Background: an optimization exercise with open tools, aiming at small area, a short achievable clock period and few clock cycles per item. Do not read the settings as production practice.
RTL that was checked went through simulation tests only; none was proved equivalent to the original.

==> wip/willow <==
## RFILE
module RFILE(clk, rst, A_x, A_y, B_x, B_y, C_x, C_y, rssiA, rssiB, rssiC,
             valueA, valueB, valueC, expA, expB, expC, busy, out_valid, xt, yt);
input           clk;
input           rst;
input  [7:0]    A_x, A_y, B_x, B_y, C_x, C_y;
input  [19:0]   rssiA, rssiB, rssiC;
input  [15:0]   valueA, valueB, valueC;
output reg [11:0] expA, expB, expC;
output reg      busy;
output reg      out_valid;
output reg [7:0] xt, yt;
reg  [8:0] ph;            
reg  [2:0] k;             
reg        knz;           
reg        k2;            
reg        s4r;           
reg  [2:0] cnt;           
wire       first = ph[7];
wire [2:0] cn = first ? ({1'b0, fs} + k - {2'd0, s4}) : cnt - 3'd1;
wire       fin = ph[8] && (cn == 3'd1);
reg  [1:0] fc;            
wire       fe = (fc != 2'd0);
always @(posedge clk or posedge rst) begin
    if (rst) begin
        ph <= 9'd1;
    end else begin
        ph <= fin ? 9'd1 : {ph[8] | ph[7], ph[6:0], 1'b0};
    end
end
always @(posedge clk) begin
    out_valid <= fin;
    busy <= ~fin;
end
always @(posedge clk) begin
    cnt <= cn;
    if (first) fc <= fs - 2'd1;
    else if (fc != 2'd0) fc <= fc - 2'd1;
end
function [13:0] f_exp(input [19:0] u);
    reg [19:0] z; reg [2:0] r, rn; reg [16:0] q; integer j; reg b;
    begin
        z = 20'd806912 - u;
        r = 3'd0;
        for (j = 18; j >= 2; j = j - 1) begin
            b = z[j];
            case (r)
  ...
==> flow/config.mk <==
export PLATFORM = sky130hd
export DESIGN_NAME = RFILE
export DESIGN_NICKNAME = RFILE
export VERILOG_FILES = /design/flow/design.v
export SDC_FILE = /design/flow/constraint.sdc
export NUM_CORES = 8
export LEC_CHECK = 0
export ABC_AREA = 1
export CAP_MARGIN = 20
export CORE_MARGIN = 2
export CORE_UTILIZATION = 40
export SLEW_MARGIN = 20
==> flow/constraint.sdc <==
create_clock -name core_clock -period 115.0 [get_ports {clk}]
set_input_delay 23.0000 -clock core_clock [delete_from_list [all_inputs] [get_ports {clk}]]
set_output_delay 23.0000 -clock core_clock [all_outputs]
set_load 0.01 [all_outputs]
standard.sh (not shown) runs the stock make flow with config.mk's settings and CLKGATE_MAP_FILE= SYNTH_SCRIPT=/design/flow/synth_recipe.tcl, a recipe that flattens the netlist after the stock synthesis.
==> flow/flow/run.sh <==
#!/bin/bash
# Standard layout (the standard.sh) with two changes:
#  - synthesis script flow/syn.tcl (the standard flow's script with Yosys synth -noabc and
#    the final ABC mapping done by flow/abc_map.script),
#  - port buffers are sky130_fd_sc_hd__buf_1 (every port still gets one).
set -euo pipefail
HERE=$(pwd)
export FLOW_ABC_SCRIPT=$HERE/flow/abc_map.script
sed -e "s#SYNTH_SCRIPT=[^ ]*#SYNTH_SCRIPT=$HERE/flow/syn.tcl#" \
    -e "s#make -C #make BUFFER_PORTS_ARGS='-buffer_cell sky130_fd_sc_hd__buf_1' -C #" \
    standard.sh > flow_standard.sh
grep -q "flow/syn.tcl" flow_standard.sh
grep -q "BUFFER_PORTS_ARGS" flow_standard.sh
bash flow_standard.sh finish > make.log 2>&1
==> flow/flow/abc_map.script <==
strash
dch -f
map -D 18000
topo
stime -c
buffer -c
upsize -c
dnsize -c
==> flow/flow/syn.tcl <==
# The standard flow's synthesis script (synth_recipe.tcl) with two changes to the
# combinational mapping only; registers are unchanged:
#  - Yosys's generic synth runs without its early "abc -fast" pass (-noabc).
#    That pass rewrites XOR/majority logic so that extract_fa builds full
#    adders with inverted pins and leaves inverters between them.
#  - The final ABC mapping uses flow/abc_map.script (delay-targeted mapping
#    with area recovery, then the usual buffering and sizing) in place of the
#    ORFS script, whose delay target of 115 ps makes it map for speed only.
proc synth {args} { yosys synth -nofsm -noshare -noabc {*}$args }
proc abc {args} {
  set i [lsearch -exact $args -script]
  if {$i >= 0 && [info exists ::env(FLOW_ABC_SCRIPT)]} {
    lset args [expr {$i + 1}] $::env(FLOW_ABC_SCRIPT)
  }
  puts "abc mapping script: [lindex $args [expr {$i + 1}]]"
  yosys abc {*}$args
}
source $::env(SCRIPTS_DIR)/synth.tcl
# left out here: clear keep_hierarchy, flatten, clean up, hide names made inside functions, write 1_2_yosys.v
==> wip/xenon (differences from wip/willow) <==
--- a/flow/design.v
+++ b/flow/design.v
@@ -10,17 +10,15 @@
 output reg      busy;
 output reg      out_valid;
 output reg [7:0] xt, yt;
 reg  [8:0] ph;            
 reg  [2:0] k;             
 reg        knz;           
-reg        k2;            
-reg        s4r;           
 reg  [2:0] cnt;           
 wire       first = ph[7];
-wire [2:0] cn = first ? ({1'b0, fs} + k - {2'd0, s4}) : cnt - 3'd1;
+wire [2:0] cn = first ? ({1'b0, fs} + k) : cnt - 3'd1;
 wire       fin = ph[8] && (cn == 3'd1);
 reg  [1:0] fc;            
 wire       fe = (fc != 2'd0);
 always @(posedge clk or posedge rst) begin
     if (rst) begin
         ph <= 9'd1;
@@ -1542,37 +1540,30 @@
 wire [24:0] myo = my_sum;
 reg  [17:0] g;
 reg         sgnd;
 wire [17:0] dl = mxo[17:0];        
 wire [16:0] adl = dl[17] ? 17'd0 - dl[16:0] : dl[16:0];
 wire gb17 = g[17], gb16 = ~g[17] & g[16], gb15 = ~g[17] & ~g[16] & g[15], gb14 = ~g[17] & ~g[16] & ~g[15];
-wire [18:0] negg = 19'd0 - {1'b0, geff};
+wire [18:0] negg = 19'd0 - {1'b0, g};
 always @(posedge clk) begin
     if (ph[3]) begin
         sgnd <= ~dl[17];
         g <= {adl, 1'b0};
         k <= 3'd0;
         knz <= 1'b0;
-        k2 <= 1'b0;
     end else if (ph[4] | ph[5] | ph[6]) begin
-        if (g[17:10] == 8'd0) begin g <= {g[9:0], 8'd0}; k <= k + 3'd2; knz <= 1'b1; k2 <= 1'b1; end
-        else if (g[17:14] == 4'd0) begin g <= {g[13:0], 4'd0}; k <= k + 3'd1; knz <= 1'b1; k2 <= k2 | knz; end
+        if (g[17:10] == 8'd0) begin g <= {g[9:0], 8'd0}; k <= k + 3'd2; knz <= 1'b1; end
+        else if (g[17:14] == 4'd0) begin g <= {g[13:0], 4'd0}; k <= k + 3'd1; knz <= 1'b1; end
     end
 end
 wire [24:0] nx = mxo;
-wire s4x = (gb17 & (&nx[24:16] | ~|nx[24:16])) | (gb16 & (&nx[24:15] | ~|nx[24:15])) | (gb15 & (&nx[24:14] | ~|nx[24:14])) | (gb14 & (&nx[24:13] | ~|nx[24:13]));
 wire f4x = knz & ((gb17 & (&nx[24:20] | ~|nx[24:20])) | (gb16 & (&nx[24:19] | ~|nx[24:19])) | (gb15 & (&nx[24:18] | ~|nx[24:18])) | (gb14 & (&nx[24:17] | ~|nx[24:17])));
 wire f8x = (gb17) | (gb16 & (&nx[24:23] | ~|nx[24:23])) | (gb15 & (&nx[24:22] | ~|nx[24:22])) | (gb14 & (&nx[24:21] | ~|nx[24:21]));
 wire [24:0] ny = myo;
-wire s4y = (gb17 & (&ny[24:16] | ~|ny[24:16])) | (gb16 & (&ny[24:15] | ~|ny[24:15])) | (gb15 & (&ny[24:14] | ~|ny[24:14])) | (gb14 & (&ny[24:13] | ~|ny[24:13]));
 wire f4y = knz & ((gb17 & (&ny[24:20] | ~|ny[24:20])) | (gb16 & (&ny[24:19] | ~|ny[24:19])) | (gb15 & (&ny[24:18] | ~|ny[24:18])) | (gb14 & (&ny[24:17] | ~|ny[24:17])));
 wire f8y = (gb17) | (gb16 & (&ny[24:23] | ~|ny[24:23])) | (gb15 & (&ny[24:22] | ~|ny[24:22])) | (gb14 & (&ny[24:21] | ~|ny[24:21]));
-wire s4 = k2 & s4x & s4y;
-wire s4e = first ? s4 : s4r;
-wire [17:0] geff = s4e ? {4'd0, g[17:4]} : g;
-always @(posedge clk) if (first) s4r <= s4;
 wire f4 = f4x & f4y;
 wire f8 = f8x & f8y;
 wire [1:0] fs = f4 ? 2'd1 : f8 ? 2'd2 : 2'd3;    
 wire [18:0] rix = f4 ? {nx[24], nx[20:3]} : f8 ? {nx[24], nx[24:7]} : {{5{nx[24]}}, nx[24:11]};
 wire [3:0] fix = f4 ? {nx[2:0], 1'b0} : f8 ? nx[6:3] : nx[10:7];
 wire [17:0] ffx = f4 ? {18{nx[24]}} : f8 ? {nx[2:0], 1'b0, {14{nx[24]}}} : {nx[6:0], 1'b0, {10{nx[24]}}};
@@ -1580,13 +1571,13 @@
 reg  [17:0] fx;
 reg         negx;
 wire [18:0] rrx0 = first ? rix : rx;
 wire fbx0 = first ? fix[3] : (fe & fx[17]);
 wire ivx0 = ~rrx0[18];
 wire [19:0] xax0 = {rrx0, fbx0};
-wire [19:0] yax0 = {2'b00, geff} ^ {20{ivx0}};
+wire [19:0] yax0 = {2'b00, g} ^ {20{ivx0}};
 wire ax0_g0 = xax0[0] & yax0[0]; wire ax0_p0 = xax0[0] ^ yax0[0];
 wire ax0_g1 = xax0[1] & yax0[1]; wire ax0_p1 = xax0[1] ^ yax0[1];
 wire ax0_g2 = xax0[2] & yax0[2]; wire ax0_p2 = xax0[2] ^ yax0[2];
 wire ax0_g3 = xax0[3] & yax0[3]; wire ax0_p3 = xax0[3] ^ yax0[3];
 wire ax0_g4 = xax0[4] & yax0[4]; wire ax0_p4 = xax0[4] ^ yax0[4];
 wire ax0_g5 = xax0[5] & yax0[5]; wire ax0_p5 = xax0[5] ^ yax0[5];
@@ -1679,13 +1670,13 @@
 wire ax0_s19 = ax0_p19 ^ ax0_c19;
 wire [18:0] rrx1 = {ax0_s18, ax0_s17, ax0_s16, ax0_s15, ax0_s14, ax0_s13, ax0_s12, ax0_s11, ax0_s10, ax0_s9, ax0_s8, ax0_s7, ax0_s6, ax0_s5, ax0_s4, ax0_s3, ax0_s2, ax0_s1, ax0_s0};
 wire qx0 = ~ax0_s19;
 wire fbx1 = first ? fix[2] : (fe & fx[16]);
 wire ivx1 = ~rrx1[18];
 wire [19:0] xax1 = {rrx1, fbx1};
-wire [19:0] yax1 = {2'b00, geff} ^ {20{ivx1}};
+wire [19:0] yax1 = {2'b00, g} ^ {20{ivx1}};
 wire ax1_g0 = xax1[0] & yax1[0]; wire ax1_p0 = xax1[0] ^ yax1[0];
 wire ax1_g1 = xax1[1] & yax1[1]; wire ax1_p1 = xax1[1] ^ yax1[1];
 wire ax1_g2 = xax1[2] & yax1[2]; wire ax1_p2 = xax1[2] ^ yax1[2];
 wire ax1_g3 = xax1[3] & yax1[3]; wire ax1_p3 = xax1[3] ^ yax1[3];
 wire ax1_g4 = xax1[4] & yax1[4]; wire ax1_p4 = xax1[4] ^ yax1[4];
 wire ax1_g5 = xax1[5] & yax1[5]; wire ax1_p5 = xax1[5] ^ yax1[5];
@@ -1778,13 +1769,13 @@
 wire ax1_s19 = ax1_p19 ^ ax1_c19;
 wire [18:0] rrx2 = {ax1_s18, ax1_s17, ax1_s16, ax1_s15, ax1_s14, ax1_s13, ax1_s12, ax1_s11, ax1_s10, ax1_s9, ax1_s8, ax1_s7, ax1_s6, ax1_s5, ax1_s4, ax1_s3, ax1_s2, ax1_s1, ax1_s0};
 wire qx1 = ~ax1_s19;
 wire fbx2 = first ? fix[1] : (fe & fx[15]);
 wire ivx2 = ~rrx2[18];
 wire [19:0] xax2 = {rrx2, fbx2};
-wire [19:0] yax2 = {2'b00, geff} ^ {20{ivx2}};
+wire [19:0] yax2 = {2'b00, g} ^ {20{ivx2}};
 wire ax2_g0 = xax2[0] & yax2[0]; wire ax2_p0 = xax2[0] ^ yax2[0];
 wire ax2_g1 = xax2[1] & yax2[1]; wire ax2_p1 = xax2[1] ^ yax2[1];
 wire ax2_g2 = xax2[2] & yax2[2]; wire ax2_p2 = xax2[2] ^ yax2[2];
 wire ax2_g3 = xax2[3] & yax2[3]; wire ax2_p3 = xax2[3] ^ yax2[3];
 wire ax2_g4 = xax2[4] & yax2[4]; wire ax2_p4 = xax2[4] ^ yax2[4];
 wire ax2_g5 = xax2[5] & yax2[5]; wire ax2_p5 = xax2[5] ^ yax2[5];
@@ -1877,13 +1868,13 @@
 wire ax2_s19 = ax2_p19 ^ ax2_c19;
 wire [18:0] rrx3 = {ax2_s18, ax2_s17, ax2_s16, ax2_s15, ax2_s14, ax2_s13, ax2_s12, ax2_s11, ax2_s10, ax2_s9, ax2_s8, ax2_s7, ax2_s6, ax2_s5, ax2_s4, ax2_s3, ax2_s2, ax2_s1, ax2_s0};
 wire qx2 = ~ax2_s19;
 wire fbx3 = first ? fix[0] : (fe & fx[14]);
 wire ivx3 = ~rrx3[18];
 wire [19:0] xax3 = {rrx3, fbx3};
-wire [19:0] yax3 = {2'b00, geff} ^ {20{ivx3}};
+wire [19:0] yax3 = {2'b00, g} ^ {20{ivx3}};
 wire ax3_g0 = xax3[0] & yax3[0]; wire ax3_p0 = xax3[0] ^ yax3[0];
 wire ax3_g1 = xax3[1] & yax3[1]; wire ax3_p1 = xax3[1] ^ yax3[1];
 wire ax3_g2 = xax3[2] & yax3[2]; wire ax3_p2 = xax3[2] ^ yax3[2];
 wire ax3_g3 = xax3[3] & yax3[3]; wire ax3_p3 = xax3[3] ^ yax3[3];
 wire ax3_g4 = xax3[4] & yax3[4]; wire ax3_p4 = xax3[4] ^ yax3[4];
 wire ax3_g5 = xax3[5] & yax3[5]; wire ax3_p5 = xax3[5] ^ yax3[5];
@@ -1992,13 +1983,13 @@
 reg  [17:0] fy;
 reg         negy;
 wire [18:0] rry0 = first ? riy : ry;
 wire fby0 = first ? fiy[3] : (fe & fy[17]);
 wire ivy0 = ~rry0[18];
 wire [19:0] xay0 = {rry0, fby0};
-wire [19:0] yay0 = {2'b00, geff} ^ {20{ivy0}};
+wire [19:0] yay0 = {2'b00, g} ^ {20{ivy0}};
 wire ay0_g0 = xay0[0] & yay0[0]; wire ay0_p0 = xay0[0] ^ yay0[0];
 wire ay0_g1 = xay0[1] & yay0[1]; wire ay0_p1 = xay0[1] ^ yay0[1];
 wire ay0_g2 = xay0[2] & yay0[2]; wire ay0_p2 = xay0[2] ^ yay0[2];
 wire ay0_g3 = xay0[3] & yay0[3]; wire ay0_p3 = xay0[3] ^ yay0[3];
 wire ay0_g4 = xay0[4] & yay0[4]; wire ay0_p4 = xay0[4] ^ yay0[4];
 wire ay0_g5 = xay0[5] & yay0[5]; wire ay0_p5 = xay0[5] ^ yay0[5];
@@ -2091,13 +2082,13 @@
 wire ay0_s19 = ay0_p19 ^ ay0_c19;
 wire [18:0] rry1 = {ay0_s18, ay0_s17, ay0_s16, ay0_s15, ay0_s14, ay0_s13, ay0_s12, ay0_s11, ay0_s10, ay0_s9, ay0_s8, ay0_s7, ay0_s6, ay0_s5, ay0_s4, ay0_s3, ay0_s2, ay0_s1, ay0_s0};
 wire qy0 = ~ay0_s19;
 wire fby1 = first ? fiy[2] : (fe & fy[16]);
 wire ivy1 = ~rry1[18];
 wire [19:0] xay1 = {rry1, fby1};
-wire [19:0] yay1 = {2'b00, geff} ^ {20{ivy1}};
+wire [19:0] yay1 = {2'b00, g} ^ {20{ivy1}};
 wire ay1_g0 = xay1[0] & yay1[0]; wire ay1_p0 = xay1[0] ^ yay1[0];
 wire ay1_g1 = xay1[1] & yay1[1]; wire ay1_p1 = xay1[1] ^ yay1[1];
 wire ay1_g2 = xay1[2] & yay1[2]; wire ay1_p2 = xay1[2] ^ yay1[2];
 wire ay1_g3 = xay1[3] & yay1[3]; wire ay1_p3 = xay1[3] ^ yay1[3];
 wire ay1_g4 = xay1[4] & yay1[4]; wire ay1_p4 = xay1[4] ^ yay1[4];
 wire ay1_g5 = xay1[5] & yay1[5]; wire ay1_p5 = xay1[5] ^ yay1[5];
@@ -2190,13 +2181,13 @@
 wire ay1_s19 = ay1_p19 ^ ay1_c19;
 wire [18:0] rry2 = {ay1_s18, ay1_s17, ay1_s16, ay1_s15, ay1_s14, ay1_s13, ay1_s12, ay1_s11, ay1_s10, ay1_s9, ay1_s8, ay1_s7, ay1_s6, ay1_s5, ay1_s4, ay1_s3, ay1_s2, ay1_s1, ay1_s0};
 wire qy1 = ~ay1_s19;
 wire fby2 = first ? fiy[1] : (fe & fy[15]);
 wire ivy2 = ~rry2[18];
 wire [19:0] xay2 = {rry2, fby2};
-wire [19:0] yay2 = {2'b00, geff} ^ {20{ivy2}};
+wire [19:0] yay2 = {2'b00, g} ^ {20{ivy2}};
 wire ay2_g0 = xay2[0] & yay2[0]; wire ay2_p0 = xay2[0] ^ yay2[0];
 wire ay2_g1 = xay2[1] & yay2[1]; wire ay2_p1 = xay2[1] ^ yay2[1];
 wire ay2_g2 = xay2[2] & yay2[2]; wire ay2_p2 = xay2[2] ^ yay2[2];
 wire ay2_g3 = xay2[3] & yay2[3]; wire ay2_p3 = xay2[3] ^ yay2[3];
 wire ay2_g4 = xay2[4] & yay2[4]; wire ay2_p4 = xay2[4] ^ yay2[4];
 wire ay2_g5 = xay2[5] & yay2[5]; wire ay2_p5 = xay2[5] ^ yay2[5];
@@ -2289,13 +2280,13 @@
 wire ay2_s19 = ay2_p19 ^ ay2_c19;
 wire [18:0] rry3 = {ay2_s18, ay2_s17, ay2_s16, ay2_s15, ay2_s14, ay2_s13, ay2_s12, ay2_s11, ay2_s10, ay2_s9, ay2_s8, ay2_s7, ay2_s6, ay2_s5, ay2_s4, ay2_s3, ay2_s2, ay2_s1, ay2_s0};
 wire qy2 = ~ay2_s19;
 wire fby3 = first ? fiy[0] : (fe & fy[14]);
 wire ivy3 = ~rry3[18];
 wire [19:0] xay3 = {rry3, fby3};
-wire [19:0] yay3 = {2'b00, geff} ^ {20{ivy3}};
+wire [19:0] yay3 = {2'b00, g} ^ {20{ivy3}};
 wire ay3_g0 = xay3[0] & yay3[0]; wire ay3_p0 = xay3[0] ^ yay3[0];
 wire ay3_g1 = xay3[1] & yay3[1]; wire ay3_p1 = xay3[1] ^ yay3[1];
 wire ay3_g2 = xay3[2] & yay3[2]; wire ay3_p2 = xay3[2] ^ yay3[2];
 wire ay3_g3 = xay3[3] & yay3[3]; wire ay3_p3 = xay3[3] ^ yay3[3];
 wire ay3_g4 = xay3[4] & yay3[4]; wire ay3_p4 = xay3[4] ^ yay3[4];
 wire ay3_g5 = xay3[5] & yay3[5]; wire ay3_p5 = xay3[5] ^ yay3[5];
==> flow_summary.toml <==
[synthesis]
synth_area_per_cell_um2 = 7.62

[status]
run_status = "finished clean"

[power_and_ir_drop]
power_mw = 0.964

[clock_network]
worst_skew_pair.late_latency_ns = 0.56
[end of results for wip/willow]
==> flow_summary.toml <==
[power_and_ir_drop]
power_mw = 1.01

[status]
run_status = "finished clean"

[clock_network]
worst_skew_pair.late_latency_ns = 0.61

[synthesis]
synth_area_per_cell_um2 = 7.58

[finish]
mostFrequentLayoutCells = "sky130_fd_sc_hd__inv_1 (655), sky130_fd_sc_hd__nand2_1 (589), sky130_fd_sc_hd__nor2_1 (551)"
[end of results for wip/xenon]
Testbench counts of wip/xenon, summed over its fixed seeds: cycles 4,835, items 512.
No functional check of the RTL was part of wip/willow.

separate check: timing with driven ports:
Ports are ideal in the flow. The routed layouts listed here were re-timed in OpenROAD. Step 1 (the two cells are an assumption about what drives the block):
set clk [get_ports {clk}]
set_driving_cell -lib_cell sky130_fd_sc_hd__clkbuf_16 $clk
set_driving_cell -lib_cell sky130_fd_sc_hd__buf_2 [delete_from_list [all_inputs] $clk]
Step 2 moves the port delays by t, midway between the first and last clock arrival at a register: inputs arrive t later, outputs are due t later. That takes back most of the time a late clock gives input paths. Three values: ideal, step 1, step 2; two values: the first two.
| run | shift t [ns] | slack for setup (ns) | worst register clock-pin slew, ns | pins driven straight from the clock port |
|---|---|---|---|---|
| wip/willow | 0.619 | 90.330 / 90.330 / 90.330 | 0.07 / 0.07 | 1 |
| wip/xenon | 0.667 | 90.801 / 90.738 / 90.997 | 0.07 / 0.07 | 1 |
After both steps every run listed still meets setup and hold.
